Background: an optimization exercise with open tools, aiming at small area, a short achievable clock period and few clock cycles per item. Do not read the settings as production practice. Function was checked by simulation only, so behaviour that the tests miss may differ from the original. Power and IR-drop figures of this design are not reliable: the tool's default activity estimate is inflated in some of its runs.

### design/flow/constraint.sdc
create_clock -name core_clock -period 240.0 [get_ports {clk}]
set_input_delay 48.0000 -clock core_clock [delete_from_list [all_inputs] [get_ports {clk}]]
set_output_delay 48.0000 -clock core_clock [all_outputs]
set_load 0.01 [all_outputs]
### design/flow/run.sh
#!/bin/bash
# synth_recipe.tcl (not shown) runs the flow's synth.tcl, then flattens the netlist and writes it again
# the make line also repeats each setting of config.mk as NAME=value (left out here)
make -C /OpenROAD-flow-scripts/flow DESIGN_CONFIG=/design/flow/config.mk WORK_HOME=/design/flow/orfs CLKGATE_MAP_FILE= SYNTH_SCRIPT=/design/flow/synth_recipe.tcl finish
### design/flow/design.v
module DIV #(
    DATA_WIDTH  = 8                      
)(
    input  [DATA_WIDTH-1:0] numer,       
    input  [DATA_WIDTH-1:0] denom,       
    output [DATA_WIDTH-1:0] quotient,    
    output [DATA_WIDTH-1:0] remain       
);
    reg [DATA_WIDTH*2-1:0] numer_r;
    reg [DATA_WIDTH*2-1:0] denom_r;
    reg quotient_e [DATA_WIDTH];
    always_comb begin
        numer_r = {{DATA_WIDTH{1'b0}},numer};    
        denom_r = denom << DATA_WIDTH;           
    end
    reg [DATA_WIDTH*2-1:0] numer_e [DATA_WIDTH+1];
    reg [DATA_WIDTH*2-1:0] denom_e [DATA_WIDTH+1];
    assign numer_e[0] = numer_r;
    assign denom_e[0] = denom_r >> 1;
    generate
    genvar i;
    for(i=0;i<DATA_WIDTH;i++)
        begin:shift
            always_comb begin
                if( numer_e[i] >= denom_e[i])begin
                    quotient_e[DATA_WIDTH-1-i] = 1'b1;
                    numer_e[i+1] =  numer_e[i]-denom_e[i];
                    denom_e[i+1] = denom_e[i] >> 1;
                end
                else begin
                    quotient_e[DATA_WIDTH-1-i] = 1'b0;
                    numer_e[i+1] =numer_e[i];
                    denom_e[i+1] = denom_e[i] >> 1;
                end
            end
				assign quotient[i] = quotient_e[i];  
        end
    endgenerate
    assign remain = numer_e[DATA_WIDTH];     
endmodule
`timescale 1ns/1ns
module LCM #(
    parameter   DATA_WIDTH = 16          
)(
    input                       clk,     
    input                       rst_n,   
    input                       en,      
    input  [DATA_WIDTH-1:0]     a,       
    input  [DATA_WIDTH-1:0]     b,       
    output                      valid,   
    output [DATA_WIDTH*2-1:0]   gcd,     
    output [DATA_WIDTH*2-1:0]   lcm      
);
    reg en_r1,en_r2;
    always_ff @(posedge clk, negedge rst_n) begin
        if(!rst_n) begin
            en_r1 <= '0;
            en_r2 <= '0;
        end
        else begin
            en_r1 <= en;
            en_r2 <= en_r1;
        end
    end
    wire enable;
    assign enable = en_r1 && ~en_r2;
    reg  [DATA_WIDTH-1:0] numer,denom;
    wire [DATA_WIDTH-1:0]quotient,remain;
    DIV#(
        .DATA_WIDTH(DATA_WIDTH)                      
    )u_DIV(
        .numer,       
        .denom,       
        .quotient,    
        .remain       
    );
    reg [DATA_WIDTH*2-1:0]   gcd_r;
    always_ff @(posedge clk, negedge rst_n) begin
        if(!rst_n) begin
            numer <= '0;
            denom <= '0;   
		end
        else if(valid) begin
            numer <= '0;
            denom <= '0;
        end
        else if(enable) begin
            numer <= a;
            denom <= b;
        end
        else if(remain!='0)begin
            numer <= denom;
            denom <= remain;
        end
        else begin
            gcd_r <= denom;
        end
    end
    assign gcd = (valid)?gcd_r:'0;
    reg valid_r;
    always_ff @(posedge clk, negedge rst_n) begin
        if(!rst_n) begin
            valid_r <= '0;
        end
        else if((remain=='0)&&(denom!='0)&&(valid_r=='0)) begin
            valid_r <= '1;
        end
        else begin
            valid_r <= '0;
        end
    end
    assign valid = valid_r;
    wire [DATA_WIDTH*2-1:0]   lcm_r;
    wire [DATA_WIDTH*2-1:0]   product;
    assign product = a*b;
    DIV#(
        .DATA_WIDTH(DATA_WIDTH*2)                      
    )ulcm_DIV(
        .numer(product),       
        .denom(gcd),       
        .quotient(lcm_r),    
        .remain()       
    );
    assign lcm = (valid)?lcm_r:'0;
endmodule
### design/flow/config.mk
export PLATFORM = sky130hd
export DESIGN_NAME = LCM
export DESIGN_NICKNAME = LCM
export VERILOG_FILES = /design/flow/design.v
export SDC_FILE = /design/flow/constraint.sdc
export NUM_CORES = 4
export LEC_CHECK = 0
export CAP_MARGIN = 20
export CORE_MARGIN = 2
export CORE_UTILIZATION = 40
export SLEW_MARGIN = 20
==> summary.md, run 1 <==
Along the worst path, the maximum fanout reaches 34. Number of antenna violations at the first check in global routing: 6. The total of max-cap violations came out at 0.

The final clock period utilization by the worst path was 96.51%. The worst setup path is captured at an output port. The number of buffers inserted by port buffering was 83; the internal reg-to-reg setup slack was 175390 ps. The initial standard-cell utilization of the core was 40.29%; the post-synthesis async set-or-reset flop share was 68.63%. The number of hold buffers added after CTS was 0. After clock tree synthesis, the clock-pin slew on the worst setup and hold paths is 80 ps. In this design, the largest share of critical-path delay is due to compound AO/OA/AOI/OAI gates.

The first global-routing pass estimated 510.1 mm of wire. The power of the combinational group was 0.595 W; the half-perimeter wire length after placement was 269.0 mm. The cell with the largest stage delay on the worst path was sky130_fd_sc_hd__clkdlybuf4s15_1.

The run gives 6 as the number of detailed-routing iterations run before antenna repair. At the later pin of the worst-skew pair, clock insertion delay measures 320 ps. Timing would allow up to 4.317 MHz. The largest single stage delay on the critical path is 690 ps. Setup violations remaining at the end of the flow were counted as 0. For the total number of vias, the log shows 92340. The commonest cells after synthesis are sky130_fd_sc_hd__nor2_1, sky130_fd_sc_hd__a21oi_1, sky130_fd_sc_hd__nand2_1, sky130_fd_sc_hd__ha_1, sky130_fd_sc_hd__xnor2_1.

Transition time at the pin with the least slew margin: 1208 ps. The buffer depth of the longest clock path came out at 2. The cell area that synthesis handed to floorplanning was 88610 µm². The worst setup path is of the in2out kind. The power attributed to sequential cells was 0.0000739 W. Data arrives at the worst endpoint at 183630 ps.

The floorplan die area is 225300 µm². In this run the clock root is driven by a sky130_fd_sc_hd__clkbuf_16. In this run the cell area measured after placement is 90870 µm².

In this run, CTS created clock tree buffers numbering 5. The sequential fraction of the synthesis area is 1.531%. The tools report the count of clock tree sinks as 51.

At the worst endpoint, the required time is 192000 ps. For this design the total switching power over the nets is 0.3680 W. The hold violation total from the final report is 0, and the cell count along the critical path is 689.

For the sequential fraction of design power, the log shows 0%. Summed over all cells, the static leakage comes to 37.48 nW. The tools report the worst setup path endpoint as lcm[0]. The run finished with no timing, DRC or antenna violations.

Measured along the x axis, the die boundary spans 474.7 µm. The floorplan step set the die height to 474.7 µm. Measured against its own limit, the worst slew margin works out to 18.75%. In the post-synthesis netlist, the biggest area contributors are sky130_fd_sc_hd__ha_1, sky130_fd_sc_hd__xnor2_1, sky130_fd_sc_hd__a21oi_1. Count of yosys warnings during synthesis: 13.

The tools report the startpoint of the most critical register-to-register path as numer[0]. For the placer's final routability congestion estimate, the log shows 0.9775. Combinational logic is responsible for 100.0% of the overall power. The tightest min-delay check is of the reg2reg type. Per report_power, the clock group accounts for 0% of the total. Yosys mapped a number of flops with a built-in enable equal to 16.

The run gives 87490 as the number of global-route vias before repair. For this run, the total global-route usage over all layers was measured as 27.92%. STA classifies the critical path startpoint as an input port. Averaged over all synthesized cells, the footprint is 7.481 µm².

The routed design has 333.1 mm of wire. The most used flip-flop cell after synthesis is sky130_fd_sc_hd__dfrtp_1. After detailed routing, the average wire length per cell comes to 22.58 µm. The worst register-to-register path has a depth of 300. 100 I/O pins were placed. Floorplan row count: 172.

The critical path launch point was b[12]. sky130_fd_sc_hd__ha_1 takes more of the synthesized area than any other cell. Entering global routing, the biggest net connects 66 pins. The tools report the reg-to-reg critical path endpoint as gcd_r[10]. In this run switching power makes up 61.82% of total power. The number of different library cells used by synthesis comes to 225.

The top cell type by area accounts for 11.90% of the synthesized area. The minimum clock period after layout works out to 231630 ps. The tools report the post-route cell area as 92470 µm². Highest-power group: combinational cells. Cell with the most instances after synthesis: sky130_fd_sc_hd__nor2_1. After technology mapping, the gate count stands at 11850. The filler-free cell count of the finished design was 14750; the critical path buffer and inverter count was 35. The worst hold path terminates at en_r2. At the end of the flow, the number of nets in the layout was 12910. Cell seen most often among critical-path stages: sky130_fd_sc_hd__a21o_1. The run gives 0 as the overflow left after global routing. The number of pins exceeding their max-slew limit in the final report came out at 0.

TritonCTS built the clock tree. For the final routed database, the setup TNS stands at 0 ps. Mean number of vias per cell: 6.260. The run gives 0.2273 W as the internal power summed over all cells. For the post-detailed-route DRC marker count, the log shows 0. The run gives 2 as the number of H-tree branching levels. Counting flops and latches in the post-synthesis netlist gives 51.

The fraction of layout instances using a drive strength above 1 came out at 14.09%. The region available for standard cell placement spans 219900 µm². Relative to the synthesized area, the layout overhead comes to 4.350%.

The clock network consumes a total of 0.00000897 W. The run gives 15.72 ps as the largest clock skew in the final design. Remaining number of nets flagged by the antenna check after routing: 0. The power density over cell area works out to 6438 nW/µm². In this run, the number of DRC markers left after iteration 0 of detailed routing was 8088. In this run the most critical hold path is launched from en_r1.

For the total inserted antenna cells, the log shows 0. The maximum ir drop on the vdd rail was 4.757 mV; the cell count of the worst hold path was 0. The logs give 14630 for the number of placed instances with taps included and 496.9 ps for the worst slack on hold paths.
-- cell type report --
class	count	area (µm²)
clock inverter	3	45.04
inverter	675	2542
clock buffer	5	125.1
timing repair buffer	368	3038
sequential	51	1358
multi-input combinational	10690	81660
tap	2958	3701
fill	22830	127500
-- sequential cells by signal, summed over array words and instances, names as in the netlist --
| register | flops |
|---|---|
| en_r2 | 1 |
| numer | 16 |
| denom | 16 |
| gcd_r | 16 |
| en_r1 | 1 |
| valid_r | 1 |
-- layout by cell type (no fill, tap or decap), types with 122 or more instances in the layout --
master                     count
sky130_fd_sc_hd__nand2_1     914
sky130_fd_sc_hd__mux2_2      161
sky130_fd_sc_hd__nand4_1     289
sky130_fd_sc_hd__nand3_1     312
sky130_fd_sc_hd__a21oi_1     984
sky130_fd_sc_hd__and2_1      209
sky130_fd_sc_hd__xnor2_1     810
sky130_fd_sc_hd__nand2b_1    154
sky130_fd_sc_hd__nor4_1      127
sky130_fd_sc_hd__o21bai_1    122
sky130_fd_sc_hd__ha_1        843
sky130_fd_sc_hd__o21ai_0     417
sky130_fd_sc_hd__nor2_1     1056
sky130_fd_sc_hd__buf_4       275
sky130_fd_sc_hd__inv_1       667
sky130_fd_sc_hd__xor2_1      343
sky130_fd_sc_hd__nor3_1      221
sky130_fd_sc_hd__a21o_1      620
sky130_fd_sc_hd__fa_1        239
-- per-stage QoR --
step,total power [W],utilization (%),setup slack (ps)
final,0.5953,42.04,8365
after global routing,0.6089,42.04,-317.7
after CTS,0.5896,41.41,215.5
after detailed placement,0.5880,41.31,-866.6
after global placement,0.5828,41.31,1642
after floorplan,0.6727,-,2069
-- routing by layer --
metal / global-route usage, % / routed length [µm] / up-vias
met5: 0 / 27 / -
met3: 2.439 / 19760 / 585
li1: - / - / 43790
met2: 46.62 / 152700 / 3344
met4: 8.157 / 11150 / 4
met1: 37.97 / 149500 / 44610
-- timing repair --
action / CTS / global route
endpoints found under the setup margin: 1 / 3
gates resized for setup: 20 / 144
pin swaps: 3 / 30
gates cloned: 2 / 14
buffers inserted: 1 / 97
-- cells by family after synthesis --
group	count (synthesis)	share of synthesized area, %
compound gates	3621	29.81
xor+xnor	1213	12.56
fa+ha+maj	1082	17.30
buf+inv	1134	7.179
flops	51	1.531
mux	299	3.706
other cells	1	0.004232
simple gates	4444	27.91
Testbench counts, summed over its fixed seeds: cycles 18,210, items 1,600.
==> run 2, diff against run 1 <==
==> design/flow/design.v (replaced) <==
module DIV #(
    parameter W  = 16,       
    parameter SH = 2         
)(
    input  [W-1:0]   m,
    input  [W-1:0]   x,
    input  [W-1:0]   y,
    input  [2*W-1:0] u,
    input  [2*W-1:0] v,
    output [W-1:0]   xn,
    output [W-1:0]   yn,
    output [2*W-1:0] un,
    output [2*W-1:0] vn
);
    wire xo = |(x & m);
    wire yo = |(y & m);
    wire [W-1:0] bx = ~(y & {W{xo}});      
    wire [W-1:0] by = ~(x & {W{yo}});      
    wire [W:0]   cx, cy;
    wire selx = ~xo | (yo & cx[W]);       
    wire both = xo & yo;
    wire [W-1:0] dx, dy;
    assign cx[0] = 1'b1;
    assign cy[0] = 1'b1;
    wire [2*W-1:0] ug = u & {2*W{both | ~selx}};
    wire [2*W-1:0] vg = v & {2*W{both | selx}};
    wire [2*W:0]   cs;
    wire [2*W-1:0] s;                     
    assign cs[0] = 1'b0;
    genvar i;
    generate
        for (i = 0; i < W; i++) begin : sub
            assign dx[i]   = x[i] ^ bx[i] ^ cx[i];
            assign cx[i+1] = (x[i] & bx[i]) | (cx[i] & (x[i] ^ bx[i]));
            assign dy[i]   = y[i] ^ by[i] ^ cy[i];
            assign cy[i+1] = (y[i] & by[i]) | (cy[i] & (y[i] ^ by[i]));
        end
        for (i = 0; i < 2*W; i++) begin : add
            assign s[i]    = ug[i] ^ vg[i] ^ cs[i];
            assign cs[i+1] = (ug[i] & vg[i]) | (cs[i] & (ug[i] ^ vg[i]));
        end
    endgenerate
    wire tx = (SH > 1) && ~|(dx & (m << 1));
    wire ty = (SH > 1) && ~|(dy & (m << 1));
    assign xn = selx ? (tx ? dx >> 2 : dx >> 1) : x;
    assign yn = selx ? y : (ty ? dy >> 2 : dy >> 1);
    assign un = selx ? (tx ? u << 2 : u << 1) : s;
    assign vn = selx ? s : (ty ? v << 2 : v << 1);
endmodule
module LCM #(
    parameter DATA_WIDTH = 16
)(
    input                       clk,
    input                       rst_n,
    input                       en,
    input  [DATA_WIDTH-1:0]     a,
    input  [DATA_WIDTH-1:0]     b,
    output                      valid,
    output [DATA_WIDTH*2-1:0]   gcd,
    output [DATA_WIDTH*2-1:0]   lcm
);
    localparam W  = DATA_WIDTH;
    localparam NS = 2;               
    reg en_q, busy;
    reg [W-1:0]   x, y;
    reg [2*W-1:0] u, v;
    wire start = en & ~en_q;
    always_ff @(posedge clk, negedge rst_n) begin
        if (!rst_n) begin
            en_q <= 1'b0;
            busy <= 1'b0;
        end else begin
            en_q <= en;
            if (start)      busy <= 1'b1;
            else if (valid) busy <= 1'b0;
        end
    end
    wire [W-1:0] o = x | y;
    wire [W-1:0] m;
    wire [W:0]   seen;               
    assign seen[0] = 1'b0;
    genvar j;
    generate
        for (j = 0; j < W; j++) begin : low
            assign m[j]      = o[j] & ~seen[j];
            assign seen[j+1] = o[j] | seen[j];
        end
    endgenerate
    wire [W-1:0]   xs [NS+1];
    wire [W-1:0]   ys [NS+1];
    wire [2*W-1:0] us [NS+1];
    wire [2*W-1:0] vs [NS+1];
    assign xs[0] = x;
    assign ys[0] = y;
    assign us[0] = u;
    assign vs[0] = v;
    genvar i;
    generate
        for (i = 0; i < NS; i++) begin : step
            DIV #(.W(W)) u_step (
                .m (m),
                .x (xs[i]), .y (ys[i]), .u (us[i]), .v (vs[i]),
                .xn(xs[i+1]), .yn(ys[i+1]), .un(us[i+1]), .vn(vs[i+1])
            );
        end
    endgenerate
    always_ff @(posedge clk) begin
        if (start) begin
            x <= a;
            y <= b;
            u <= {{W{1'b0}}, b};
            v <= '0;
        end else begin
            x <= xs[NS];
            y <= ys[NS];
            u <= us[NS];
            v <= vs[NS];
        end
    end
    assign valid = busy & (~|x | ~|y);
    assign gcd   = {{W{1'b0}}, x | y};
    assign lcm   = v;
endmodule
==> run 2 against run 1 <==
  * Critical endpoint is now valid
  * Sequential share of layout area is 14 points higher
  * Highest routed layer is now met4
  * Wire length shrank 88%
  * Still clean on timing, DRC and antenna
  * Clock skew down 5.2 ps
  * Global-route usage fell by 1.1 points
  * Non-clock buffer count is 267 lower
  * Worst setup slack better by 180000 ps
==> summary.md, run 2 <==
The run finished with no timing, DRC or antenna violations. Most frequently used flop master after synthesis: sky130_fd_sc_hd__dfxtp_1 (was sky130_fd_sc_hd__dfrtp_1). The overflow left after global routing was 0 (unchanged). The logs give 1804 (was 14750) for the filler-free cell count of the finished design and 0 (unchanged) for the remaining number of nets flagged by the antenna check after routing. The run gives 3 (was 2) as the number of H-tree branching levels. The fraction of post-synthesis cell area in the top cell type by area was 20.32% (was 11.90%); the fraction of layout instances using a drive strength above 1 was 8.873% (was 14.09%). The highest net fanout along the worst path is 9 (was 34).

The total inserted antenna cells is 0 (unchanged). The most frequent standard cell in the layout excluding fill and tap cells is sky130_fd_sc_hd__nand2_1 (was sky130_fd_sc_hd__nor2_1). The area growth from synthesis to layout is 11.21% (was 4.350%). Boundary pin count: 100 (unchanged). The total negative slack is 0 ps (unchanged). TritonCTS built the clock tree.

The power density over cell area is 53.42 nW/µm² (was 6438 nW/µm²). The tools report the post-CTS setup repair buffer count as 0 (was 1). The run gives 0.03407 mV (was 4.757 mV) as the maximum ir drop on the vdd rail. The tools report the count of yosys warnings during synthesis as 1 (was 13).

The buffer type at the clock tree root is sky130_fd_sc_hd__clkbuf_16 (unchanged). The tools report the post-detailed-route DRC marker count as 0 (unchanged). The aggregate routed wire length came out at 40.51 mm (was 333.1 mm). The number of buffers inserted by port buffering is 83 (unchanged). Largest registers: u (32), v (32) (was denom (16), gcd_r (16), numer (16)).

The cell count of the worst reg-to-reg path is 65 (was 300), and the global-route wire length before repair is 64.32 mm (was 510.1 mm). Path class of the lowest-slack min-delay path: reg2reg (unchanged). Reg-to-reg critical path endpoint: v[31] (was gcd_r[10]). For the number of antenna violations at the first check in global routing, the log shows 0 (was 6). The synthesized flop and latch total was 98 (was 51). The floorplan die area is 30440 µm² (was 225300 µm²), and the post-cts resize count is 0 (was 20).

The internal reg-to-reg setup slack is 213170 ps (was 175390 ps). The run gives 11290 (was 87490) as the number of global-route vias before repair. Clock transition at the registers of the reported paths: 70 ps (was 80 ps).

Total of max-cap violations: 0 (unchanged). The die width was 174.5 µm (was 474.7 µm). The initial detailed-routing violation count came out at 1159 (was 8088).

The startpoint kind of the worst setup timing path was a flip-flop (was an input port). The largest area contributor in the netlist was sky130_fd_sc_hd__fa_1 (was sky130_fd_sc_hd__ha_1). The vertical die dimension is 174.5 µm (was 474.7 µm), and the half-perimeter wire length after placement is 29.94 mm (was 269.0 mm).

The final clock period utilization by the worst path came out at 21.11% (was 96.51%). Required time at the worst-slack endpoint: 192000 ps (about the same). Kind of critical path: reg2out (was in2out). Cell types with the largest area share after synthesis: sky130_fd_sc_hd__fa_1, sky130_fd_sc_hd__dfxtp_1, sky130_fd_sc_hd__mux2i_1 (was sky130_fd_sc_hd__ha_1, sky130_fd_sc_hd__xnor2_1, sky130_fd_sc_hd__a21oi_1). The number of pins exceeding their max-slew limit in the final report was 0 (unchanged); the maximum number of pins on one net before global-route repair was 71 (was 66). The buffer depth of the longest clock path was 2 (unchanged). The number of hold-repair buffers added at the cts stage was 0 (unchanged); the number of enable flip-flop cells after synthesis was 0 (was 16).

Post-synthesis async set-or-reset flop share: 2.041% (was 68.63%). The count of clock tree sinks came out at 98 (was 51). Setup repair after global routing left no endpoint under its margin. The transition time at the pin with the least slew margin was 976.8 ps (was 1208 ps); the sequential fraction of the synthesis area was 16.96% (was 1.531%).

The run gives 34.52% (was 18.75%) as the headroom to the max-slew limit. The layout net count is 1571 (was 12910), and the minimum clock period after layout is 50660 ps (was 231630 ps). The number of library cell types mapped by synthesis came out at 87 (was 225).

Most numerous cell types in the synthesized netlist: sky130_fd_sc_hd__nand2_1, sky130_fd_sc_hd__o21ai_0, sky130_fd_sc_hd__fa_1, sky130_fd_sc_hd__dfxtp_1, sky130_fd_sc_hd__mux2i_1 (was sky130_fd_sc_hd__nor2_1, sky130_fd_sc_hd__a21oi_1, sky130_fd_sc_hd__nand2_1, sky130_fd_sc_hd__ha_1, sky130_fd_sc_hd__xnor2_1). The total number of vias came out at 11030 (was 92340). Commonest cells after routing, fill and taps aside: sky130_fd_sc_hd__nand2_1, sky130_fd_sc_hd__o21ai_0, sky130_fd_sc_hd__fa_1 (was sky130_fd_sc_hd__nor2_1, sky130_fd_sc_hd__a21oi_1, sky130_fd_sc_hd__nand2_1). The core footprint came out at 28630 µm² (was 219900 µm²).

The number of instances in the synthesized netlist was 1406 (was 11850). The endpoint of the worst hold path was busy (was en_r2). The cell count of the worst hold path is 2 (was 0). The logs give 62 (was 172) for the floorplan row count and 0.9714 (was 0.9775) for the placer's final routability congestion estimate. The largest clock skew in the final design came out at 10.50 ps (was 15.72 ps). For the number of buffers added by the clock tree synthesis step, the log shows 9 (was 5).

The number of placed instances with taps included came out at 1789 (was 14630). The mean number of vias per cell was 6.115 (was 6.260). The startpoint of the most critical register-to-register path is y[5] (was numer[0]). The tools report the worst hold path startpoint as busy (was en_r1). The capturing element type of the critical path was an output port (unchanged). Cell with the most instances after synthesis: sky130_fd_sc_hd__nand2_1 (was sky130_fd_sc_hd__nor2_1). The number of detailed-routing iterations run before antenna repair was 6 (unchanged). The data arrival time of the worst path is 2660 ps (was 183630 ps), and the leakage power summed over all cells is 4.918 nW (was 37.48 nW). The run gives 0 (unchanged) as the hold violation total from the final report.

The average detailed-routed wire length per instance was 22.46 µm (was 22.58 µm). The number of filler instances in the final layout came out at 2828 (was 22830). The latest clock arrival within the worst-skew pair was 360 ps (was 320 ps). The achievable frequency was 19.74 MHz (was 4.317 MHz); the synthesized cell area was 11620 µm² (was 88610 µm²).

The count of final setup violators was 0 (unchanged). The total global routing track utilization is 26.83% (was 27.92%), and the average cell area after synthesis is 8.267 µm² (was 7.481 µm²). Initial standard-cell utilization of the core: 40.61% (was 40.29%).
==> run 2: power breakdown <==
group          total (W)  internal [W]  switching (W)
registers      0.0000459     0.0000320      0.0000140
clock network  0.0000153    0.00000859     0.00000670
logic           0.000629      0.000264       0.000365
==> run 2: cell type report <==
| type | count | area (µm²) | area share, % |
|---|---|---|---|
| Clock buffer | 12 | 256.5 | 1.984 |
| Inverter | 36 | 135.1 | 1.045 |
| Multi-Input combinational cell | 1170 | 9064 | 70.12 |
| Tap cell | 384 | 480.5 | 3.717 |
| Sequential cell | 98 | 1972 | 15.26 |
| Timing Repair Buffer | 101 | 978.4 | 7.569 |
| Clock inverter | 3 | 40.04 | 0.3097 |
==> run 2: cell families after synthesis <==
group	count (synthesis)	share of synthesized area, %
flip-flops	98	16.96
other	2	0.06461
adder cells (fa/ha/maj)	120	20.54
AO/OA/AOI/OAI	379	21.55
multiplexers	140	12.57
XOR/XNOR	4	0.3015
AND/OR/NAND/NOR	509	21.92
buffers and inverters	154	6.093
==> run 2: how the worst max path moves through the flow <==
stage                     slack (ps)  cells past startpoint  from  endpoint
after global placement        189500                      7    en     x[14]
after floorplan               190700                      6    en     v[31]
after detailed placement      189750                      5  x[3]     valid
after CTS                     189350                      5  x[3]     valid
final                         189340                      5  x[1]     valid
after global routing          189310                      5  x[3]     valid
==> run 2: metal layers <==
metal,track usage (%),vias to the layer above,part of all wire (%)
met3,2.647,102,6.5
met5,0,-,0
met2,45.62,490,48
met1,34.56,5439,41
li1,-,5000,-
met4,11.94,0,4.3
==> run 2: through the flow <==
| stage | total power, W | area [µm²] | hold WS [ps] | setup WS [ps] | utilization (%) |
|---|---|---|---|---|---|
| 2_1_floorplan | 0.0005167 | 11680 | 502.8 | 190700 | - |
| 3_3_place_gp | 0.0006614 | 12610 | 530.9 | 189500 | 44.05 |
| 3_5_place_dp | 0.0006693 | 12630 | 540.5 | 189750 | 44.12 |
| 4_1_cts | 0.0006861 | 12930 | 551.1 | 189350 | 45.16 |
| 5_1_grt | 0.0007568 | 12930 | 595.1 | 189310 | 45.16 |
| 6_report | 0.0006905 | 12930 | 539.0 | 189340 | 45.16 |
==> run 2: worst max-delay path: stages, from the launching register on <==
cell                              delay (ps)
sky130_fd_sc_hd__dfxtp_1                 430
sky130_fd_sc_hd__nor4_1                  600
sky130_fd_sc_hd__nand2_1                 110
sky130_fd_sc_hd__o21ai_0                 430
sky130_fd_sc_hd__and2_1                  200
sky130_fd_sc_hd__clkdlybuf4s50_1         530
Testbench counts of run 2, summed over its fixed seeds: cycles 13,518, items 1,600.
==> run 3, diff against run 2 <==
--- a/design/flow/design.v
+++ b/design/flow/design.v
@@ -14,9 +14,8 @@
 );
-    wire xo = |(x & m);
-    wire yo = |(y & m);
-    wire [W-1:0] bx = ~(y & {W{xo}});      
-    wire [W-1:0] by = ~(x & {W{yo}});      
+    wire xo   = |(x & m);
+    wire yo   = |(y & m);
+    wire both = xo & yo;
+    wire [W-1:0] bx = ~(y & {W{both}});
+    wire [W-1:0] by = ~(x & {W{both}});
     wire [W:0]   cx, cy;
-    wire selx = ~xo | (yo & cx[W]);       
-    wire both = xo & yo;
     wire [W-1:0] dx, dy;
@@ -24,7 +23,2 @@
     assign cy[0] = 1'b1;
-    wire [2*W-1:0] ug = u & {2*W{both | ~selx}};
-    wire [2*W-1:0] vg = v & {2*W{both | selx}};
-    wire [2*W:0]   cs;
-    wire [2*W-1:0] s;                     
-    assign cs[0] = 1'b0;
     genvar i;
@@ -37,13 +31,20 @@
         end
+    endgenerate
+    wire swap = xo & (~yo | ~cx[W]);
+    wire [W-1:0]   d = swap ? dy : dx;       
+    wire [2*W-1:0] w = swap ? v : u;         
+    wire t = (SH > 1) && ~|(d & (m << 1));
+    assign xn = t ? d >> 2 : d >> 1;
+    assign un = t ? w << 2 : w << 1;
+    assign yn = swap ? x : y;
+    wire [2*W-1:0] va = v & {2*W{yo}};
+    wire [2*W-1:0] ua = u & {2*W{xo}};
+    wire [2*W:0]   cs;
+    assign cs[0] = 1'b0;
+    generate
         for (i = 0; i < 2*W; i++) begin : add
-            assign s[i]    = ug[i] ^ vg[i] ^ cs[i];
-            assign cs[i+1] = (ug[i] & vg[i]) | (cs[i] & (ug[i] ^ vg[i]));
+            assign vn[i]    = va[i] ^ ua[i] ^ cs[i];
+            assign cs[i+1] = (va[i] & ua[i]) | (cs[i] & (va[i] ^ ua[i]));
         end
     endgenerate
-    wire tx = (SH > 1) && ~|(dx & (m << 1));
-    wire ty = (SH > 1) && ~|(dy & (m << 1));
-    assign xn = selx ? (tx ? dx >> 2 : dx >> 1) : x;
-    assign yn = selx ? y : (ty ? dy >> 2 : dy >> 1);
-    assign un = selx ? (tx ? u << 2 : u << 1) : s;
-    assign vn = selx ? s : (ty ? v << 2 : v << 1);
 endmodule
@@ -63,3 +64,3 @@
     localparam NS = 2;               
-    reg en_q, busy;
+    reg en_q, busy, valid_r;
     reg [W-1:0]   x, y;
@@ -67,12 +68,3 @@
     wire start = en & ~en_q;
-    always_ff @(posedge clk, negedge rst_n) begin
-        if (!rst_n) begin
-            en_q <= 1'b0;
-            busy <= 1'b0;
-        end else begin
-            en_q <= en;
-            if (start)      busy <= 1'b1;
-            else if (valid) busy <= 1'b0;
-        end
-    end
+    wire load  = ~busy | valid_r;
     wire [W-1:0] o = x | y;
@@ -106,4 +98,15 @@
     endgenerate
+    always_ff @(posedge clk, negedge rst_n) begin
+        if (!rst_n) begin
+            en_q    <= 1'b0;
+            busy    <= 1'b0;
+            valid_r <= 1'b0;
+        end else begin
+            en_q    <= en;
+            busy    <= start | (busy & ~valid_r);
+            valid_r <= busy & ~valid_r & ~|xs[NS];
+        end
+    end
     always_ff @(posedge clk) begin
-        if (start) begin
+        if (load) begin
             x <= a;
@@ -119,4 +122,4 @@
     end
-    assign valid = busy & (~|x | ~|y);
-    assign gcd   = {{W{1'b0}}, x | y};
+    assign valid = valid_r;
+    assign gcd   = {{W{1'b0}}, y};
     assign lcm   = v;
==> run 3 against run 2 <==
  * Worst hold slack got worse by 91 ps
  * Final cell count fell by 1.7%
  * First-iteration DRC count is 1.9% lower
  * Synthesized cell count rose by 0.14%
  * Global-route usage fell by 2.3 points
  * Via count shrank 8.3%
  * Die area shrank 8.4%
==> summary.md, run 3 <==
The run finished with no timing, DRC or antenna violations. The remaining number of nets flagged by the antenna check after routing is 0 (unchanged), and the final clock period utilization by the worst path is 20.65% (was 21.11%). The minimum setup slack after placement is 190830 ps (was 189750 ps), and the clock transition at the registers of the reported paths is 70 ps (about the same).

Die width: 167.0 µm (was 174.5 µm). Floorplan die area: 27880 µm² (was 30440 µm²). The logs give 54.29 mm (was 64.32 mm) for the global-route wire length before repair and 26060 µm² (was 28630 µm²) for the core footprint.

The fraction of layout instances using a drive strength above 1 is 4.795% (was 8.873%). The largest clock skew in the final design is 13.52 ps (was 10.50 ps), and the required time at the worst-slack endpoint is 192000 ps (about the same). The family with the most delay on the worst path was buffers and inverters (was simple AND/OR/NAND/NOR gates). The count of final setup violators is 0 (unchanged). The number of antenna violations at the first check in global routing was 1 (was 0); the count of clock tree sinks was 99 (was 98). The cell count along the critical path is 1 (was 5), and the maximum number of pins on one net before global-route repair is 85 (was 71). For the total inserted antenna cells, the log shows 0 (unchanged).

For the number of pins exceeding their max-slew limit in the final report, the log shows 0 (unchanged). The initial detailed-routing violation count is 1137 (was 1159). The startpoint of the most critical register-to-register path is y[5] (unchanged). Total negative slack: 0 ps (unchanged). For the number of H-tree branching levels, the log shows 3 (unchanged). The boundary pin count came out at 100 (unchanged). The average detailed-routed wire length per instance was 19.30 µm (was 22.46 µm); the leakage power summed over all cells was 4.949 nW (was 4.918 nW). Synthesized flop and latch total: 99 (was 98).

Worst path cell trace: clkdlybuf4s50_1 (was nor4_1 > nand2_1 > o21ai_0 > and2_1 > clkdlybuf4s50_1). Most numerous cell types in the synthesized netlist: sky130_fd_sc_hd__nand2_1, sky130_fd_sc_hd__nor2_1, sky130_fd_sc_hd__fa_1, sky130_fd_sc_hd__dfxtp_1, sky130_fd_sc_hd__mux2i_1 (was sky130_fd_sc_hd__nand2_1, sky130_fd_sc_hd__o21ai_0, sky130_fd_sc_hd__fa_1, sky130_fd_sc_hd__dfxtp_1, sky130_fd_sc_hd__mux2i_1). The tools report the internal reg-to-reg setup slack as 214720 ps (was 213170 ps).

For the number of filler instances in the final layout, the log shows 2640 (was 2828). Transition time at the pin with the least slew margin: 1141 ps (was 976.8 ps). The post-CTS setup repair buffer count came out at 0 (unchanged).

TritonCTS built the clock tree. The most frequently used flop master after synthesis was sky130_fd_sc_hd__dfxtp_1 (unchanged). The achievable frequency came out at 20.18 MHz (was 19.74 MHz).

The run gives 8108 µm² (was 9064 µm²) as the combined area of the multi-input logic cells. The startpoint kind of the worst setup timing path was a flip-flop (unchanged). Largest registers: u (32), v (32) (unchanged). The number of instances in the synthesized netlist was 1408 (was 1406); the area after detailed placement was 11600 µm² (was 12630 µm²). The synthesized cell area came out at 10620 µm² (was 11620 µm²). The post-layout worst setup margin was 190450 ps (was 189340 ps).

The maximum ir drop on the vdd rail was 0.06018 mV (was 0.03407 mV). The run gives 0 (unchanged) as the post-cts resize count. The run gives 1560 ps (was 2660 ps) as the data arrival time of the worst path. The overflow left after global routing is 0 (unchanged).

The total global routing track utilization was 24.54% (was 26.83%). Buffer type at the clock tree root: sky130_fd_sc_hd__clkbuf_16 (unchanged). The average cell area after synthesis was 7.545 µm² (was 8.267 µm²). The logs give 11930 µm² (was 12930 µm²) for the post-route cell area and 370 ps (was 360 ps) for the latest clock arrival within the worst-skew pair.

Commonest cells after routing, fill and taps aside: sky130_fd_sc_hd__nand2_1, sky130_fd_sc_hd__nor2_1, sky130_fd_sc_hd__fa_1 (was sky130_fd_sc_hd__nand2_1, sky130_fd_sc_hd__o21ai_0, sky130_fd_sc_hd__fa_1). The minimum clock period after layout is 49560 ps (was 50660 ps), and the number of hold-repair buffers added at the cts stage is 0 (unchanged). The tools report the total of max-cap violations as 0 (unchanged).

The post-synthesis async set-or-reset flop share works out to 3.030% (was 2.041%). The mean number of vias per cell is 5.702 (was 6.115), and the cell count of the worst reg-to-reg path is 67 (was 65). The run gives 24.97 mm (was 29.94 mm) as the half-perimeter wire length after placement. For the count of yosys warnings during synthesis, the log shows 1 (unchanged).

Cell count of the worst hold path: 1 (was 2). The logs give 76 (was 87) for the number of library cell types mapped by synthesis and 59 (was 62) for the floorplan row count. The number of detailed-routing iterations run before antenna repair came out at 6 (unchanged). The logs give 0.0007225 W (was 0.0006905 W) for the overall power consumption and 9724 (was 11290) for the number of global-route vias before repair. The sequential fraction of the synthesis area came out at 18.80% (was 16.96%). The total number of vias was 10120 (was 11030).

The power density over cell area was 60.57 nW/µm² (was 53.42 nW/µm²). Largest area contributor in the netlist: sky130_fd_sc_hd__fa_1 (unchanged). Post-detailed-route DRC marker count: 0 (unchanged). The most frequent standard cell in the layout excluding fill and tap cells was sky130_fd_sc_hd__nand2_1 (unchanged). The number of buffers inserted by port buffering was 83 (unchanged); the worst slack on hold paths was 448.2 ps (was 539.0 ps).

The area growth from synthesis to layout is 12.30% (was 11.21%), and the highest net fanout along the worst path is 10 (was 9). The tools report the buffer depth of the longest clock path as 2 (unchanged). The tools report the number of buffers added by the clock tree synthesis step as 9 (unchanged). The critical path launch point is y[3] (was x[1]). The fraction of post-synthesis cell area in the top cell type by area was 21.86% (was 20.32%). The vertical die dimension was 167.0 µm (was 174.5 µm). The cell with the largest stage delay on the worst path was sky130_fd_sc_hd__clkdlybuf4s50_1 (was sky130_fd_sc_hd__nor4_1). The tools report the capturing element type of the critical path as an output port (unchanged). Aggregate routed wire length: 34.24 mm (was 40.51 mm).

Cell types with the largest area share after synthesis: sky130_fd_sc_hd__fa_1, sky130_fd_sc_hd__dfxtp_1, sky130_fd_sc_hd__nand2_1 (was sky130_fd_sc_hd__fa_1, sky130_fd_sc_hd__dfxtp_1, sky130_fd_sc_hd__mux2i_1). The number of enable flip-flop cells after synthesis was 0 (unchanged). The worst hold path startpoint was en_q (was busy). The hold violation total from the final report is 0 (unchanged), and the critical path buffer and inverter count is 1 (unchanged). The cell with the most instances after synthesis is sky130_fd_sc_hd__nand2_1 (unchanged). For the headroom to the max-slew limit, the log shows 23.93% (was 34.52%). The kind of critical path was reg2out (unchanged). For the placer's final routability congestion estimate, the log shows 0.9339 (was 0.9714).

Path class of the lowest-slack min-delay path: reg2reg (unchanged). The run gives 1588 (was 1571) as the layout net count. Setup repair after global routing left no endpoint under its margin. The delay of the slowest cell on the worst path is 620 ps (was 600 ps), and the area used by sequential logic in the layout is 1997 µm² (was 1972 µm²).

Initial standard-cell utilization of the core: 40.76% (was 40.61%).
==> run 3: routing by layer <==
metal | up-vias | wire (µm) | global-route usage, %
li1 | 4718 | - | -
met1 | 4920 | 15720 | 36.42
met3 | 56 | 2558 | 3.921
met5 | - | 0 | 0
met2 | 422 | 15020 | 36.34
met4 | 0 | 950 | 8.058
==> run 3: power by group <==
part | internal [W] | leakage (nW) | total (W) | switching [W]
clock | 0.00000827 | 0.149 | 0.0000159 | 0.00000765
sequential | 0.0000369 | 0.841 | 0.0000482 | 0.0000113
combinational | 0.000272 | 3.96 | 0.000658 | 0.000386
total | 0.000318 | 4.95 | 0.000722 | 0.000405
==> run 3: layout make-up <==
cell class	count	area share [%]
well taps	335	3.514
repair buffers	98	8.181
clock inverters	6	0.6084
clock buffers	10	1.919
multi-input cells	1192	67.97
flip-flops and latches	99	16.74
inverters	34	1.070
==> run 3: worst paths after layout <==
| kind | to |
|---|---|
| worst max-delay path | gcd[3] |
| worst min-delay path | busy |
| worst max register to register | v[31] |
| worst min register to register | busy |
| max in group asynchronous | busy |
| min in group asynchronous | en_q |
==> run 3: worst reg2reg max path, delay by kind of cell, from the launching register on <==
kind,cells,cell delay (ps)
adder cells (fa/ha/maj),43,17610
XOR/XNOR,1,180
multiplexers,1,360
AND/OR/NAND/NOR,11,3360
flip-flops,1,380
buffers and inverters,6,2040
AO/OA/AOI/OAI,5,1260
==> run 3: metrics by stage <==
step                cells  util, %
finish               1774    45.78
global route         1774    45.78
CTS                  1773    45.67
detailed placement   1757    44.51
global placement     1757    44.51
floorplan            1425        -
==> run 3: kinds of logic (layout without fill, tap and decap cells) <==
kind of cell	Yosys count	after routing	share of synthesized area (%)
flip-flops	99	99	18.80
AO/OA/AOI/OAI	182	182	11.45
AND/OR/NAND/NOR	771	771	32.05
buffers and inverters	134	148	5.677
multiplexers	96	96	9.329
adder cells (fa/ha/maj)	119	119	22.21
XOR/XNOR	5	5	0.4123
other	2	19	0.07070
Testbench counts of run 3, summed over its fixed seeds: cycles 13,518, items 1,600.
==> run 4, diff against run 3 <==
--- a/design/flow/design.v
+++ b/design/flow/design.v
@@ -5,2 +5,3 @@
     input  [W-1:0]   m,
+    input            yo,     
     input  [W-1:0]   x,
@@ -15,3 +16,2 @@
     wire xo   = |(x & m);
-    wire yo   = |(y & m);
     wire both = xo & yo;
@@ -39,3 +39,2 @@
     assign yn = swap ? x : y;
-    wire [2*W-1:0] va = v & {2*W{yo}};
     wire [2*W-1:0] ua = u & {2*W{xo}};
@@ -45,4 +44,4 @@
         for (i = 0; i < 2*W; i++) begin : add
-            assign vn[i]    = va[i] ^ ua[i] ^ cs[i];
-            assign cs[i+1] = (va[i] & ua[i]) | (cs[i] & (va[i] ^ ua[i]));
+            assign vn[i]    = v[i] ^ ua[i] ^ cs[i];
+            assign cs[i+1] = (v[i] & ua[i]) | (cs[i] & (v[i] ^ ua[i]));
         end
@@ -93,2 +92,3 @@
                 .m (m),
+                .yo(i == 0 ? |(y & m) : 1'b1),
                 .x (xs[i]), .y (ys[i]), .u (us[i]), .v (vs[i]),
--- a/design/flow/config.mk
+++ b/design/flow/config.mk
@@ -7,2 +7,3 @@
 export LEC_CHECK = 0
+export ABC_AREA = 1
 export CAP_MARGIN = 20
==> run 4 against run 3 <==
  * Final cell count down 0.56%
  * Sequential share of layout area rose by 1.3 points
  * First-iteration DRC count is 41% lower
  * Critical endpoint is now gcd[1]
  * Largest cell class unchanged
==> summary.md, run 4 <==
The run finished with no timing, DRC or antenna violations. The tools report the global-route wire length before repair as 46.90 mm (was 54.29 mm). Largest area contributor in the netlist: sky130_fd_sc_hd__fa_1 (unchanged). Startpoint kind of the worst setup timing path: a flip-flop (unchanged). The delay of the slowest cell on the worst path works out to 600 ps (was 620 ps). The maximum number of pins on one net before global-route repair was 78 (was 85); the total negative slack was 0 ps (unchanged).

The core footprint is 24250 µm² (was 26060 µm²), and the number of library cell types mapped by synthesis is 43 (was 76). The post-detailed-route DRC marker count is 0 (unchanged), and the die width is 160.7 µm (was 167.0 µm). Number of global-route vias before repair: 8904 (was 9724).

The layout net count is 1589 (was 1588), and the overflow left after global routing is 0 (unchanged). The count of yosys warnings during synthesis is 1 (unchanged). The buffer depth of the longest clock path is 2 (unchanged). The buffer type at the clock tree root is sky130_fd_sc_hd__clkbuf_16 (unchanged). The run gives 5 (was 6) as the number of detailed-routing iterations run before antenna repair.

The clock transition at the registers of the reported paths came out at 70 ps (about the same). The tools report the part of the power in combinational logic as 89.8% (was 91.1%). The floorplan row count is 57 (was 59).

The boundary pin count came out at 100 (unchanged). The area used by sequential logic in the layout is 1997 µm² (unchanged). For the number of filler instances in the final layout, the log shows 2505 (was 2640).

The post-synthesis async set-or-reset flop share came out at 3.030% (unchanged). Commonest cells after routing, fill and taps aside: sky130_fd_sc_hd__nand2_1, sky130_fd_sc_hd__inv_1, sky130_fd_sc_hd__nor2_1 (was sky130_fd_sc_hd__nand2_1, sky130_fd_sc_hd__nor2_1, sky130_fd_sc_hd__fa_1). The total inserted antenna cells was 0 (unchanged); the synthesized flop and latch total was 99 (unchanged). For the sequential fraction of the synthesis area, the log shows 20.33% (was 18.80%).

The number of antenna violations at the first check in global routing came out at 0 (was 1). The post-CTS setup repair buffer count is 0 (unchanged), and the highest net fanout along the worst path is 6 (was 10). The area growth from synthesis to layout is 12.77% (was 12.30%), and the total of max-cap violations is 0 (unchanged). Cell types with the largest area share after synthesis: sky130_fd_sc_hd__fa_1, sky130_fd_sc_hd__dfxtp_1, sky130_fd_sc_hd__nand2_1 (unchanged). The initial detailed-routing violation count came out at 667 (was 1137).

Worst path cell trace: clkdlybuf4s50_1 (unchanged). Most numerous cell types in the synthesized netlist: sky130_fd_sc_hd__nand2_1, sky130_fd_sc_hd__inv_1, sky130_fd_sc_hd__nor2_1, sky130_fd_sc_hd__nand3_1, sky130_fd_sc_hd__fa_1 (was sky130_fd_sc_hd__nand2_1, sky130_fd_sc_hd__nor2_1, sky130_fd_sc_hd__fa_1, sky130_fd_sc_hd__dfxtp_1, sky130_fd_sc_hd__mux2i_1). The switching fraction of total power is 61.22% (was 56.04%). Cell with the largest stage delay on the worst path: sky130_fd_sc_hd__clkdlybuf4s50_1 (unchanged).

The number of buffers inserted by port buffering was 83 (unchanged); the average detailed-routed wire length per instance was 16.06 µm (was 19.30 µm). The path class of the lowest-slack min-delay path was reg2reg (unchanged). Required time at the worst-slack endpoint: 192000 ps (about the same). The count of final setup violators is 0 (unchanged).

Setup repair after global routing left no endpoint under its margin. The cell count along the critical path was 1 (unchanged); the switching power total was 0.0003795 W (was 0.0004049 W). The final clock period utilization by the worst path is 20.61% (was 20.65%), and the post-cts resize count is 0 (unchanged). The count of clock tree sinks was 99 (unchanged); the initial standard-cell utilization of the core was 40.52% (was 40.76%).

Transition time at the pin with the least slew margin: 896.8 ps (was 1141 ps). The number of hold-repair buffers added at the cts stage was 0 (unchanged); the cell count of the worst reg-to-reg path was 79 (was 67). The cell with the most instances after synthesis was sky130_fd_sc_hd__nand2_1 (unchanged). The power density over cell area is 55.96 nW/µm² (was 60.57 nW/µm²).

The hold violation total from the final report is 0 (unchanged). The number of H-tree branching levels was 3 (unchanged); the leakage power summed over all cells was 5.521 nW (was 4.949 nW). The number of buffers added by the clock tree synthesis step is 9 (unchanged), and the half-perimeter wire length after placement is 21.25 mm (was 24.97 mm). The mean number of vias per cell came out at 5.043 (was 5.702). The family with the most delay on the worst path is buffers and inverters (unchanged). Vertical die dimension: 160.7 µm (was 167.0 µm). The data arrival time of the worst path is 1460 ps (was 1560 ps). The worst slack on hold paths was 446.8 ps (was 448.2 ps). Largest registers: u (32), v (32) (unchanged).

The maximum ir drop on the vdd rail is 0.03118 mV (was 0.06018 mV), and the achievable frequency is 20.22 MHz (was 20.18 MHz). The largest clock skew in the final design came out at 9.331 ps (was 13.52 ps). The most frequent standard cell in the layout excluding fill and tap cells is sky130_fd_sc_hd__nand2_1 (unchanged). The number of enable flip-flop cells after synthesis came out at 0 (unchanged).

The number of instances in the synthesized netlist was 1396 (was 1408). The run gives 6823 µm² (was 8108 µm²) as the combined area of the multi-input logic cells. The tools report the critical path launch point as y[1] (was y[3]).

The most frequently used flop master after synthesis was sky130_fd_sc_hd__dfxtp_1 (unchanged). For the latest clock arrival within the worst-skew pair, the log shows 360 ps (was 370 ps). Startpoint of the most critical register-to-register path: y[2] (was y[5]). The kind of critical path is reg2out (unchanged). The run gives 0 (unchanged) as the remaining number of nets flagged by the antenna check after routing.

The run gives 9824 µm² (was 10620 µm²) as the synthesized cell area. The logs give 40.00% (was 23.93%) for the headroom to the max-slew limit and 7.6% (was 6.7%) for the sequential fraction of design power. TritonCTS built the clock tree. The number of pins exceeding their max-slew limit in the final report is 0 (unchanged). For the internal power summed over all cells, the log shows 0.0002404 W (was 0.0003176 W). Aggregate routed wire length: 28.33 mm (was 34.24 mm). The floorplan die area came out at 25830 µm² (was 27880 µm²). Fraction of post-synthesis cell area in the top cell type by area: 23.64% (was 21.86%). The capturing element type of the critical path was an output port (unchanged). The total number of vias was 8895 (was 10120); the overall power consumption was 0.0006200 W (was 0.0007225 W). The average cell area after synthesis works out to 7.038 µm² (was 7.545 µm²).

The reg-to-reg critical path endpoint is v[31] (unchanged). The critical path buffer and inverter count came out at 1 (unchanged). The logs give 2.6% (was 2.2%) for the part of the total power dissipated in the clock network and 213970 ps (was 214720 ps) for the internal reg-to-reg setup slack. The worst setup path endpoint is gcd[1] (was gcd[3]).

The total global routing track utilization is 22.89% (was 24.54%), and the fraction of layout instances using a drive strength above 1 is 5.208% (was 4.795%). The minimum clock period after layout is 49460 ps (was 49560 ps), and the placer's final routability congestion estimate is 0.9288 (was 0.9339).
[run 4: power groups by stage]
stage	clock (W)	sequential, W	combinational, W
floorplan	0	0.0000470	0.000424
detailed placement	0	0.0000474	0.000552
global placement	0	0.0000471	0.000552
CTS	0.0000163	0.0000472	0.000558
finish	0.0000159	0.0000471	0.000557
global route	0.0000168	0.0000486	0.000646
[run 4: worst min-delay path by stage]
| stage | startpoint | endpoint | slack, ps | depth (start not counted) |
|---|---|---|---|---|
| detailed placement | en_q | busy | 440 | 1 |
| finish | en_q | busy | 450 | 1 |
| global placement | en_q | busy | 420 | 1 |
| floorplan | en_q | busy | 410 | 1 |
| CTS | en_q | busy | 460 | 1 |
| global route | en_q | busy | 470 | 1 |
[run 4: final cells by class]
cell class | count | area share (%)
clock buffer | 12 | 2.315
clock inverter | 4 | 0.5195
inverter | 169 | 5.726
multi-input combinational | 1063 | 61.58
sequential | 99 | 18.02
tap | 324 | 3.659
timing repair buffer | 93 | 8.176
[run 4: kinds of logic (layout without fill, tap and decap cells)]
kind of cell	count (synthesis)	in the layout	share of synthesized area, %
compound gates	145	145	7.705
xor+xnor	6	6	0.5349
fa+ha+maj	119	119	24.02
buf+inv	251	278	11.03
flops	99	99	20.33
mux	42	42	4.279
other cells	2	19	0.07644
simple gates	732	732	32.03
[run 4: per-layer routing]
layer | global-route usage, % | routed length [µm] | vias up
li1 | - | - | 4375
met1 | 30.96 | 12560 | 4186
met2 | 37.13 | 13090 | 288
met3 | 3.796 | 1771 | 46
met4 | 8.279 | 909 | 0
met5 | 0 | 0 | -
[run 4: per-stage QoR]
| stage | instance area (µm²) | cells | utilization [%] | worst slack (ps) |
|---|---|---|---|---|
| 4_1_cts | 11080 | 1764 | 45.69 | 190530 |
| 2_1_floorplan | 9888 | 1413 | - | 191520 |
| 3_3_place_gp | 10770 | 1748 | 44.40 | 190950 |
| 5_1_grt | 11080 | 1764 | 45.69 | 190470 |
| 3_5_place_dp | 10770 | 1748 | 44.40 | 190930 |
| 6_report | 11080 | 1764 | 45.69 | 190540 |
Testbench counts of run 4, summed over its fixed seeds: cycles 13,518, items 1,600.
==> run 5, diff against run 4 <==
--- a/design/flow/design.v
+++ b/design/flow/design.v
@@ -62,3 +62,3 @@
     localparam W  = DATA_WIDTH;
-    localparam NS = 2;               
+    localparam NS = 3;               
     reg en_q, busy, valid_r;
==> run 5 against run 4 <==
  * Combinational power rose to 4.3 times the previous value
  * Final cell count up 33%
  * Still clean on timing, DRC and antenna
  * Clock-buffer cell count down 2
  * Core utilization down 1.1 points
  * Register-to-register slack worse by 10000 ps
  * Final area up 28%
==> summary.md, run 5 <==
The utilization of the core after routing is 44.63% (was 45.69%), and the achievable frequency is 20.19 MHz (was 20.22 MHz). The vertical die dimension came out at 183.9 µm (was 160.7 µm). Worst path cell trace: clkdlybuf4s50_1 (unchanged). For the number of antenna violations at the first check in global routing, the log shows 1 (was 0). The cell count along the critical path works out to 1 (unchanged). The data arrival time of the worst path is 1530 ps (was 1460 ps).

Cell types with the largest area share after synthesis: sky130_fd_sc_hd__fa_1, sky130_fd_sc_hd__nand2_1, sky130_fd_sc_hd__dfxtp_1 (was sky130_fd_sc_hd__fa_1, sky130_fd_sc_hd__dfxtp_1, sky130_fd_sc_hd__nand2_1). The fraction of post-synthesis cell area in the top cell type by area was 26.75% (was 23.64%); the maximum number of pins on one net before global-route repair was 75 (was 78). The number of instances in the synthesized netlist is 1923 (was 1396). The path class of the lowest-slack min-delay path was reg2reg (unchanged). The minimum clock period after layout came out at 49530 ps (was 49460 ps). The count of final setup violators is 0 (unchanged).

The number of enable flip-flop cells after synthesis was 0 (unchanged). Buffer type at the clock tree root: sky130_fd_sc_hd__clkbuf_16 (unchanged). The average cell area after synthesis works out to 6.732 µm² (was 7.038 µm²). Kind of critical path: reg2out (unchanged).

The initial standard-cell utilization of the core is 40.81% (was 40.52%). Setup repair after global routing left no endpoint under its margin. The overall power consumption is 0.002505 W (was 0.0006200 W), and the delay of the slowest cell on the worst path is 610 ps (was 600 ps). Mean number of vias per cell: 5.168 (was 5.043). The post-layout worst setup margin came out at 190470 ps (was 190540 ps).

The worst hold path startpoint is en_q (unchanged). TritonCTS built the clock tree. For the half-perimeter wire length after placement, the log shows 30.15 mm (was 21.25 mm). The layout net count came out at 2152 (was 1589). The startpoint kind of the worst setup timing path is a flip-flop (unchanged). The run gives 0.8701 (was 0.9288) as the placer's final routability congestion estimate.

Most numerous cell types in the synthesized netlist: sky130_fd_sc_hd__nand2_1, sky130_fd_sc_hd__inv_1, sky130_fd_sc_hd__nor2_1, sky130_fd_sc_hd__o21ai_0, sky130_fd_sc_hd__fa_1 (was sky130_fd_sc_hd__nand2_1, sky130_fd_sc_hd__inv_1, sky130_fd_sc_hd__nor2_1, sky130_fd_sc_hd__nand3_1, sky130_fd_sc_hd__fa_1). The critical path buffer and inverter count is 1 (unchanged). The average detailed-routed wire length per instance was 16.89 µm (was 16.06 µm); the post-synthesis async set-or-reset flop share was 3.030% (unchanged). For the area after detailed placement, the log shows 13870 µm² (was 10770 µm²). The latest clock arrival within the worst-skew pair is 380 ps (was 360 ps). Reg-to-reg critical path endpoint: v[31] (unchanged).

The tools report the minimum setup slack after placement as 190880 ps (was 190930 ps). The run gives 15.51 ps (was 9.331 ps) as the largest clock skew in the final design. The highest net fanout along the worst path is 6 (unchanged), and the number of buffers added by the clock tree synthesis step is 9 (unchanged). The tools report the core footprint as 31720 µm² (was 24250 µm²).

The fraction of layout instances using a drive strength above 1 works out to 4.990% (was 5.208%). The synthesized flop and latch total works out to 99 (unchanged). The run gives 15.43% (was 20.33%) as the sequential fraction of the synthesis area.

The post-detailed-route DRC marker count is 0 (unchanged). The headroom to the max-slew limit was 37.00% (was 40.00%); the overflow left after global routing was 0 (unchanged). The die width was 183.9 µm (was 160.7 µm). The critical path launch point was y[2] (was y[1]).

Number of hold-repair buffers added at the cts stage: 0 (unchanged). The tools report the startpoint of the most critical register-to-register path as y[0] (was y[2]). The aggregate routed wire length came out at 39.64 mm (was 28.33 mm).

The run gives 0 (unchanged) as the remaining number of nets flagged by the antenna check after routing. The number of library cell types mapped by synthesis came out at 41 (was 43). Cell with the most instances after synthesis: sky130_fd_sc_hd__nand2_1 (unchanged). The transition time at the pin with the least slew margin came out at 937.7 ps (was 896.8 ps).

For the post-cts resize count, the log shows 0 (unchanged). Worst setup path endpoint: gcd[2] (was gcd[1]). The global-route wire length before repair was 63.97 mm (was 46.90 mm).

The cell with the largest stage delay on the worst path was sky130_fd_sc_hd__clkdlybuf4s50_1 (unchanged). Commonest cells after routing, fill and taps aside: sky130_fd_sc_hd__nand2_1, sky130_fd_sc_hd__inv_1, sky130_fd_sc_hd__nor2_1 (unchanged). Required time at the worst-slack endpoint: 192000 ps (about the same).

The number of pins exceeding their max-slew limit in the final report was 0 (unchanged); the total of max-cap violations was 0 (unchanged). The logs give 11950 (was 8904) for the number of global-route vias before repair and 2 (unchanged) for the buffer depth of the longest clock path. The capturing element type of the critical path is an output port (unchanged). The floorplan die area was 33820 µm² (was 25830 µm²). The hold violation total from the final report is 0 (unchanged), and the number of detailed-routing iterations run before antenna repair is 5 (unchanged).

The number of buffers inserted by port buffering was 83 (unchanged). The run gives 65 (was 57) as the floorplan row count. The tools report the internal reg-to-reg setup slack as 203890 ps (was 213970 ps).

Largest area contributor in the netlist: sky130_fd_sc_hd__fa_1 (unchanged). The most frequent standard cell in the layout excluding fill and tap cells was sky130_fd_sc_hd__nand2_1 (unchanged). For the number of H-tree branching levels, the log shows 3 (unchanged). Initial detailed-routing violation count: 747 (was 667). The tools report the count of yosys warnings during synthesis as 1 (unchanged). The most frequently used flop master after synthesis was sky130_fd_sc_hd__dfxtp_1 (unchanged).

The run gives 100 (unchanged) as the boundary pin count. Final clock period utilization by the worst path: 20.64% (was 20.61%). The run finished with no timing, DRC or antenna violations. The synthesized cell area came out at 12940 µm² (was 9824 µm²). The tools report the leakage power summed over all cells as 7.056 nW (was 5.521 nW). The area growth from synthesis to layout was 9.356% (was 12.77%); the clock transition at the registers of the reported paths was 90 ps (was 70 ps). The family with the most delay on the worst path was buffers and inverters (unchanged). The total global routing track utilization is 24.39% (was 22.89%), and the cell count of the worst reg-to-reg path is 116 (was 79). The logs give 0 (unchanged) for the post-CTS setup repair buffer count and 99 (unchanged) for the count of clock tree sinks.

The total number of vias was 12130 (was 8895). For the total negative slack, the log shows 0 ps (unchanged). Largest registers: u (32), v (32) (unchanged). The maximum ir drop on the vdd rail was 0.1560 mV (was 0.03118 mV); the power density over cell area was 177.0 nW/µm² (was 55.96 nW/µm²). Post-route cell area: 14160 µm² (was 11080 µm²).
==> run 5: cell count changes in the layout (fill, tap and decap cells not counted), moves of 5 or more <==
cell / before / now
sky130_fd_sc_hd__buf_4: 10 / 15
sky130_fd_sc_hd__nand2_2: 16 / 11
sky130_fd_sc_hd__o21ai_0: 112 / 177
sky130_fd_sc_hd__inv_2: 6 / 11
sky130_fd_sc_hd__o21a_1: 2 / 12
sky130_fd_sc_hd__nand3_1: 118 / 166
sky130_fd_sc_hd__fa_1: 116 / 173
sky130_fd_sc_hd__nand2_1: 400 / 633
sky130_fd_sc_hd__inv_1: 161 / 197
sky130_fd_sc_hd__nor2_1: 151 / 195
sky130_fd_sc_hd__mux2i_1: 42 / 29
sky130_fd_sc_hd__or2_2: 4 / 12
==> run 5: how the worst min path moves through the flow <==
| stage | endpoint | slack, ps | depth (start not counted) |
|---|---|---|---|
| after floorplan | busy | 410 | 1 |
| final | busy | 430 | 1 |
| after global placement | busy | 420 | 1 |
| after detailed placement | busy | 420 | 1 |
| after global routing | busy | 460 | 1 |
| after CTS | busy | 430 | 1 |
==> run 5: logic make-up (layout without fill, tap and decap cells) <==
kind of cell	count (synthesis)	after routing	synth area share [%]
DFF	99	99	15.43
buffers and inverters	323	327	10.78
other	2	20	0.05802
muxes	29	29	2.242
and+or+nand+nor	1066	1066	34.86
AOI/OAI and AO/OA	218	218	8.854
xor gates and xnor gates	8	8	0.5412
adders and majority gates	178	178	27.24
==> run 5: layer usage <==
metal / vias to the layer above / GRT usage [%] / share of wire, %
li1: 5966 / - / -
met1: 5783 / 30.81 / 43
met2: 316 / 42.78 / 49
met3: 64 / 2.536 / 4.2
met4: 0 / 9.568 / 3.4
met5: - / 0 / 0
==> run 5: final cells by class <==
cell class / instances / area (µm²)
Sequential cell: 99 / 1997
Clock inverter: 6 / 47.55
Fill cell: 3328 / 17560
Multi-Input combinational cell: 1518 / 9624
Clock buffer: 10 / 239.0
Inverter: 213 / 799.5
Tap cell: 402 / 503.0
Timing Repair Buffer: 98 / 943.4
Antenna cell: 1 / 2.502
==> run 5: through the flow <==
stage | hold slack, ps | std cells
6_report | 430.9 | 2347
5_1_grt | 460.5 | 2346
4_1_cts | 434.9 | 2346
3_5_place_dp | 424.4 | 2330
3_3_place_gp | 422.3 | 2330
2_1_floorplan | 410.3 | 1940
==> run 5: power breakdown <==
part           internal [W]  switching (W)
combinational      0.000792        0.00161
clock            0.00000744     0.00000783
sequential        0.0000827     0.00000937
total              0.000883        0.00162
Testbench counts of run 5, summed over its fixed seeds: cycles 9,814, items 1,600.
==> run 6, diff against run 5 <==
--- a/design/flow/design.v
+++ b/design/flow/design.v
@@ -62,3 +62,3 @@
     localparam W  = DATA_WIDTH;
-    localparam NS = 3;               
+    localparam NS = 4;               
     reg en_q, busy, valid_r;
==> run 6 against run 5 <==
  * Non-clock buffer count rose by 10
  * Highest routed layer unchanged
  * Clock skew rose by 3.0 ps
  * Critical endpoint is now gcd[11]
  * Die area rose by 22%
  * Still clean on timing, DRC and antenna
  * Worst setup slack got worse by 28 ps
  * Critical path depth did not move
==> summary.md, run 6 <==
The flow ran to the end and the layout has no timing, DRC or antenna violations. Core footprint: 39550 µm² (was 31720 µm²). The run gives 0 (unchanged) as the number of pins exceeding their max-slew limit in the final report.

For the post-cts resize count, the log shows 0 (unchanged). The logs give 100 (unchanged) for the boundary pin count and 1 (unchanged) for the count of yosys warnings during synthesis. Setup repair after global routing left no endpoint under its margin. The power density over cell area is 572.9 nW/µm² (was 177.0 nW/µm²). The run gives 27.06% (was 24.39%) as the total global routing track utilization. Most frequent standard cell in the layout excluding fill and tap cells: sky130_fd_sc_hd__nand2_1 (unchanged).

The logs give 17340 µm² (was 14160 µm²) for the post-route cell area and 17000 µm² (was 13870 µm²) for the area after detailed placement. For the hold violation total from the final report, the log shows 0 (unchanged). Worst path cell trace: clkdlybuf4s50_1 (unchanged).

The fraction of post-synthesis cell area in the top cell type by area is 28.92% (was 26.75%), and the total number of vias is 15560 (was 12130). The synthesized flop and latch total came out at 99 (unchanged). The area growth from synthesis to layout was 8.911% (was 9.356%). The required time at the worst-slack endpoint was 192000 ps (about the same); the critical path buffer and inverter count was 1 (unchanged). Initial standard-cell utilization of the core: 40.26% (was 40.81%). Kind of critical path: reg2out (unchanged). The headroom to the max-slew limit was 30.14% (was 37.00%). The run gives 0 (unchanged) as the post-CTS setup repair buffer count. Most numerous cell types in the synthesized netlist: sky130_fd_sc_hd__nand2_1, sky130_fd_sc_hd__nor2_1, sky130_fd_sc_hd__o21ai_0, sky130_fd_sc_hd__fa_1, sky130_fd_sc_hd__inv_1 (was sky130_fd_sc_hd__nand2_1, sky130_fd_sc_hd__inv_1, sky130_fd_sc_hd__nor2_1, sky130_fd_sc_hd__o21ai_0, sky130_fd_sc_hd__fa_1).

Largest area contributor in the netlist: sky130_fd_sc_hd__fa_1 (unchanged). The aggregate routed wire length is 54.07 mm (was 39.64 mm). The latest clock arrival within the worst-skew pair came out at 410 ps (was 380 ps).

For the placer's final routability congestion estimate, the log shows 0.9774 (was 0.8701). The post-synthesis async set-or-reset flop share works out to 3.030% (unchanged). The most frequently used flop master after synthesis is sky130_fd_sc_hd__dfxtp_1 (unchanged). The tools report the achievable frequency as 20.18 MHz (was 20.19 MHz).

The mean number of vias per cell is 5.259 (was 5.168), and the cell count of the worst hold path is 1 (unchanged). The tools report the count of clock tree sinks as 99 (unchanged). The overflow left after global routing is 0 (unchanged).

Number of antenna violations at the first check in global routing: 2 (was 1). For the buffer depth of the longest clock path, the log shows 2 (unchanged). The highest net fanout along the worst path is 6 (unchanged).

Cell count along the critical path: 1 (unchanged). The final clock period utilization by the worst path is 20.65% (was 20.64%), and the utilization of the core after routing is 43.85% (was 44.63%). Data arrival time of the worst path: 1560 ps (was 1530 ps). The global-route wire length before repair is 86.01 mm (was 63.97 mm).

TritonCTS built the clock tree. The minimum clock period after layout came out at 49560 ps (was 49530 ps). The cell with the most instances after synthesis was sky130_fd_sc_hd__nand2_1 (unchanged). The transition time at the pin with the least slew margin was 1044 ps (was 937.7 ps); the floorplan row count was 73 (was 65). The path class of the lowest-slack min-delay path is reg2reg (unchanged).

The maximum ir drop on the vdd rail is 0.6232 mV (was 0.1560 mV). Number of buffers added by the clock tree synthesis step: 9 (unchanged). The cell with the largest stage delay on the worst path was sky130_fd_sc_hd__clkdlybuf4s50_1 (unchanged). Vertical die dimension: 203.5 µm (was 183.9 µm). The number of library cell types mapped by synthesis came out at 41 (unchanged). Startpoint kind of the worst setup timing path: a flip-flop (unchanged). Number of H-tree branching levels: 3 (unchanged).

The layout net count is 2700 (was 2152). The number of instances in the synthesized netlist was 2430 (was 1923); the floorplan die area was 41420 µm² (was 33820 µm²). The count of final setup violators was 0 (unchanged).

The logs give 192450 ps (was 203890 ps) for the internal reg-to-reg setup slack and 0 ps (unchanged) for the total negative slack. The tools report the half-perimeter wire length after placement as 43.29 mm (was 30.15 mm). Buffer type at the clock tree root: sky130_fd_sc_hd__clkbuf_16 (unchanged).

The number of buffers inserted by port buffering came out at 83 (unchanged). Commonest cells after routing, fill and taps aside: sky130_fd_sc_hd__nand2_1, sky130_fd_sc_hd__nor2_1, sky130_fd_sc_hd__o21ai_0 (was sky130_fd_sc_hd__nand2_1, sky130_fd_sc_hd__inv_1, sky130_fd_sc_hd__nor2_1). The number of enable flip-flop cells after synthesis was 0 (unchanged); the post-detailed-route DRC marker count was 0 (unchanged). The sequential fraction of the synthesis area is 12.54% (was 15.43%), and the number of global-route vias before repair is 15170 (was 11950).
==> run 6: cell types whose count changed in the layout (fill, tap and decap cells not counted), sizes merged, moves of 10 or more <==
cell,before,now
o21ai,193,258
a31oi,2,14
nand2,647,837
buf,15,25
nand3,170,217
fa,173,230
nor2,214,281
inv,210,246
==> run 6: path summary, 6_finish.rpt <==
kind	from	end
max	y[11]	gcd[11]
min in group asynchronous	rst_n	busy
max reg2reg	x[0]	v[31]
max in group asynchronous	rst_n	valid_r
min	en_q	busy
min reg2reg	en_q	busy
==> run 6: power breakdown <==
part | internal [W] | switching [W] | total (W)
Sequential | 0.000235 | 0.0000106 | 0.000246
Combinational | 0.00307 | 0.00660 | 0.00967
Clock | 0.00000844 | 0.00000863 | 0.0000171
Total | 0.00331 | 0.00662 | 0.00993
==> run 6: final cells by class <==
| class | instances | area, µm² |
|---|---|---|
| flip-flops and latches | 99 | 1997 |
| clock inverters | 7 | 95.09 |
| diodes | 1 | 2.502 |
| fillers | 4194 | 22210 |
| well taps | 525 | 656.9 |
| repair buffers | 108 | 1031 |
| clock buffers | 9 | 225.2 |
| multi-input cells | 1963 | 12410 |
| inverters | 247 | 927.1 |
==> run 6: stage by stage <==
step | std cells | worst slack [ps] | total power, W | hold slack (ps)
2_1_floorplan | 2447 | 191520 | 0.006894 | 410.3
3_3_place_gp | 2941 | 190690 | 0.009744 | 426.9
3_5_place_dp | 2941 | 190710 | 0.009793 | 431.4
4_1_cts | 2957 | 190430 | 0.009884 | 447.7
5_1_grt | 2958 | 189640 | 0.01116 | 478.3
6_report | 2959 | 190440 | 0.009935 | 442.3
==> run 6: kinds of logic (layout without fill, tap and decap cells) <==
family / Yosys count / after routing / share of synthesized area [%]
AND/OR/NAND/NOR: 1369 / 1369 / 35.48
buffers and inverters: 385 / 371 / 10.14
AO/OA/AOI/OAI: 298 / 298 / 9.901
adder cells (fa/ha/maj): 237 / 237 / 29.47
flip-flops: 99 / 99 / 12.54
multiplexers: 28 / 28 / 1.760
XOR/XNOR: 12 / 12 / 0.6601
other: 2 / 20 / 0.04717
==> run 6: layer usage <==
| layer | GRT usage [%] | vias to the layer above | routed length, µm |
|---|---|---|---|
| met5 | 0 | - | 0 |
| met4 | 9.072 | 0 | 1808 |
| met3 | 3.196 | 74 | 2747 |
| met2 | 46.38 | 460 | 26410 |
| met1 | 35.44 | 7497 | 23100 |
| li1 | - | 7531 | - |
Testbench counts of run 6, summed over its fixed seeds: cycles 7,949, items 1,600.

## re-timing with driven ports
How much do the figures lean on ideal ports? The routed layouts below were timed once more, with nothing changed but the port constraints.
Step 1: set_driving_cell puts a clkbuf_16 on clk and a buf_2 on each other input, an assumption about the parent block.
Step 2 also shifts input and output timing later by t, the mid clock arrival at the registers, as if the neighbouring blocks saw the same clock.
a / b / c = ideal ports / drivers / drivers and shift; a / b = the first two.
| run | t (ns) | setup slack, ns |
|---|---|---|
| run 1 | 0.360 | 8.365 / 8.333 / 8.333 |
| run 2 | 0.399 | 189.341 / 189.293 / 189.692 |
| run 3 | 0.412 | 190.445 / 190.397 / 190.809 |
| run 4 | 0.398 | 190.544 / 190.500 / 190.898 |
| run 5 | 0.430 | 190.468 / 190.414 / 190.844 |
| run 6 | 0.452 | 190.440 / 190.385 / 190.625 |
After both steps setup and hold are still met in every run listed.
